Background: an optimization exercise with open tools, aiming at small area and a short achievable clock period. Do not read the settings as production practice. RTL that was checked went through simulation tests only; none was proved equivalent to the original.

==> job 6971: inputs <==
// ConvEngine
module ConvEngine (
    input         clk,
    input         rst,
    input  [31:0] DMAport,
    input         acc_enable,
    input         acc_clear,
    output [31:0] result
);
==> flow/config.mk <==
export PLATFORM = sky130hd
export DESIGN_NAME = ConvEngine
export DESIGN_NICKNAME = ConvEngine
export VERILOG_FILES = /design/flow/design.v
export SDC_FILE = /design/flow/constraint.sdc
export NUM_CORES = 4
export LEC_CHECK = 0
export CAP_MARGIN = 20
export CORE_MARGIN = 2
export CORE_UTILIZATION = 40
export CTS_CLUSTER_DIAMETER = 90
export CTS_CLUSTER_SIZE = 30
export SETUP_SLACK_MARGIN = 5
export SLEW_MARGIN = 20
export SYNTH_HIERARCHICAL = 1
export SYNTH_MINIMUM_KEEP_SIZE = 0
==> flow/constraint.sdc <==
create_clock -name core_clock -period 10.0 [get_ports {clk}]
set_input_delay 2.0000 -clock core_clock [delete_from_list [all_inputs] [get_ports {clk}]]
set_output_delay 2.0000 -clock core_clock [all_outputs]
set_load 0.01 [all_outputs]
standard.sh (not shown) runs the stock make flow with config.mk's settings and CLKGATE_MAP_FILE= SYNTH_SCRIPT=/design/flow/synth_recipe.tcl, a recipe that flattens the netlist after the stock synthesis.
==> flow/flow/run.sh <==
#!/bin/bash
# The standard layout, with two changes: plain buffers (not delay cells) on the ports, and, between
# synthesis and floorplan, flow/polarity.py removes the inverters that Yosys's full-adder
# extraction leaves between full adders (it flips full adders, which are self-dual, instead).
set -euo pipefail
PORTBUF="BUFFER_PORTS_ARGS=-buffer_cell sky130_fd_sc_hd__buf_2"
bash standard.sh "$PORTBUF" synth > flow_synth.log 2>&1
NET=orfs/results/sky130hd/ConvEngine/base/1_2_yosys.v
cp "$NET" 1_2_yosys_before_polarity.v
python3 flow/polarity.py "$NET" > flow_polarity.log 2>&1
sleep 1
touch "$NET"
bash standard.sh "$PORTBUF" finish > flow_make.log 2>&1
Other scripts of this flow, unchanged in this note and not shown: flow/flow/polarity.py
==> job 2586 (differences from job 6971) <==
--- a/flow/flow/run.sh
+++ b/flow/flow/run.sh
@@ -12,2 +12,2 @@
 touch "$NET"
-bash standard.sh "$PORTBUF" finish > flow_make.log 2>&1
+bash standard.sh "$PORTBUF" SETUP_SLACK_MARGIN=5.2 finish > flow_make.log 2>&1
--- a/flow/config.mk
+++ b/flow/config.mk
@@ -10,3 +10,3 @@
 export CORE_UTILIZATION = 40
-export CTS_CLUSTER_DIAMETER = 90
+export CTS_CLUSTER_DIAMETER = 100
 export CTS_CLUSTER_SIZE = 30
@@ -16 +16,2 @@
 export SYNTH_MINIMUM_KEEP_SIZE = 0
+export TNS_END_PERCENT = 5
==> notes <==
Job 2586 ran to the end with no violations. Job 6971 finished clean. Non-clock buffer count: job 2586 is higher than job 6971 (10). Between job 2586 and job 6971, the lower core utilization is in job 6971 (gap 0.32 points). Between job 6971 and job 2586, the lower via count is in job 6971 (gap about 0.32%, measured against job 2586). In job 2586 the first-iteration DRC count is higher than in job 6971, by about 4%.
==> figures <==
metric                                                       job 2586    job 6971
Outcome                              no timing/DRC/antenna violations  no timing/DRC/antenna violations
Via count                                                       12.6k       12.6k
Worst Min Path Start                                            R0[0]      R0[16]
Share of cells above drive strength 1                           15.5%       12.2%
Detailed-placement wirelength estimate                      32,700 um   33,000 um
Total track usage                                               17.7%       17.5%
Routed wl met3                                                1810 um     1620 um
Crit path max fanout                                                5           4
Time the final worst path needs with I/O delays and setup     4.76 ns     4.82 ns
Worst r2r path cells                                               13          12
Met1 routing resource usage after global routing                25.1%       24.2%

==> run X <==
ConvEngine, a different RTL version from the one above (not shown whole).
## ConvEngine
module ConvEngine (
    input         clk,
    input         rst,
    input  [31:0] DMAport,
    input         acc_enable,
    input         acc_clear,
    output [31:0] result
);
  reg  [23:0] R0, R1, R2, R3, R4, R5;
  reg  [5:0]  z;               
  reg  [2:0]  lr;              
  reg  [2:0]  lrp;             
  reg  [17:0] P0, P1, P2;      
  reg  [18:0] Ds, Dc;        
  reg  [31:0] acc_s, acc_c;    
  wire       wr  = DMAport[7];
  wire [2:0] sel = DMAport[2:0];
  wire [23:0] data = DMAport[31:8];
  always @(posedge clk) begin
    if (wr) begin
      case (sel)
        3'd0: R0 <= data;
        3'd1: R1 <= data;
        3'd2: R2 <= data;
        3'd3: R3 <= data;
        3'd4: R4 <= data;
        3'd5: R5 <= data;
        default: ;
      endcase
    end
  end
  always @(posedge clk or posedge rst) begin
    if (rst) begin
      z <= 6'b111111;
      lr <= 3'b001;
      lrp <= 3'b001;
    end else begin
      lrp <= lr;
      lr <= lrn;
      if (wr) begin
        case (sel)
          3'd0: z[0] <= 1'b0;
          3'd1: z[1] <= 1'b0;
          3'd2: z[2] <= 1'b0;
          3'd3: z[3] <= 1'b0;
          3'd4: z[4] <= 1'b0;
          3'd5: z[5] <= 1'b0;
          default: ;
        endcase
      end
    end
  end
  wire       valid = wr & (sel < 3'd6);
  wire [2:0] lrn = valid ? ((sel == 3'd0 || sel == 3'd3) ? 3'b001 :
                            (sel == 3'd1 || sel == 3'd4) ? 3'b010 : 3'b100) : lr;
  wire       wp = valid & (sel < 3'd3);      
  wire       wk = valid & (sel >= 3'd3);     
  ...
clock: 10.0 ns
lec_check: 0
abc_clock_period_in_ps: 2500
cap_margin: 20
core_margin: 2
core_utilization: 40
setup_slack_margin: 4.5
slew_margin: 20
run.sh (not shown) runs the stock make flow with config.mk's settings and CLKGATE_MAP_FILE= SYNTH_SCRIPT=/design/flow/synth_recipe.tcl, a recipe that flattens the netlist after the stock synthesis.
Stock flow here: none of the scripts above is used.
==> run K: changes against run X <==
- ABC_CLOCK_PERIOD_IN_PS: 2500 -> 6000
- SETUP_SLACK_MARGIN: 4.5 -> 4
==> notes <==
In run X the via count is lower than in run K, by about 0.5%.
Of run K and run X, run X has the higher first-iteration DRC count (gap 1.9%, measured against run X).
Die area is the same in run X and run K.
Of run X and run K, run X has the higher clock-buffer cell count (gap 2).
Area after synthesis is the same in run K and run X.
Between run K and run X, the lower hold slack is in run K (gap 0.61 ps).
Of run X and run K, run X has the higher register-to-register slack (gap 370 ps).
In synthesized cell count, run X and run K do not differ.
Routed wire length: run X is larger than run K (0.78%).
==> figures <==
item	run K	run X
Period Utilization, post-route	57.3%	54.1%
Layout fillers	5120	5001
Fraction of area in multi-input gates	47.3%	47.6%
Initial antenna violation count	1	0
Seq/total area	37.3%	36.7%
Nonclk buf count	90	94
Wire length per cell	19.7 um	19.9 um
Actual transition at the worst max-transition pin	1080 ps	975 ps
Maximum fanout along the worst path	49	34
Layout cells sized above 1	6.72%	9.99%
Worst reg2reg endpoint	acc_c[15]$_DFF_PP0_	acc_c[14]$_DFF_PP0_
GRT Overall Usage	19.6%	19.6%
Fin Hold WS	380 ps	381 ps
Total met3 wirelength after detailed routing	2510 um	3120 um
Run status	no timing/DRC/antenna violations	no timing/DRC/antenna violations
Met3 usage	2.19%	2.84%
Detailed router's first-iteration violation count	992	1011
Area post-placement	23800 sq um	24000 sq um
Routed via count divided by cell count	5.28	5.24
No functional check of the RTL was part of any run of this note.

==> what the ideal ports hide <==
How much do the figures lean on ideal ports? The routed layouts below were timed once more, with nothing changed but the port constraints. Step 1: set_driving_cell puts a clkbuf_16 on clk and a buf_2 on each other input, an assumption about the parent block. Step 2, shift: input delay + t, output delay - t, t = (earliest + latest rising clock arrival at the registers) / 2. This alone moves slack from input paths to output paths. Slacks: no drivers / after step 1 / after step 2; pairs: no drivers / after step 1.
run | t, ns | slack for setup (ns) | worst slew at a driven data input, ns | pins driven straight from the clock port
job 6971 | 0.584 | 5.177 / 5.121 / 4.851 | 0.06 | 1
job 2586 | 0.587 | 5.236 / 5.180 / 4.899 | 0.05 | 1
run X | 0.613 | 4.589 / 4.590 / 3.977 | 0.07 | 1
run K | 0.612 | 4.267 / 4.252 / 3.674 | 0.05 | 1
After both steps setup and hold are still met in every run listed. The setup slack of run X, which loses most, moves by +0.001 ns with the drivers and by -0.612 ns with both steps.
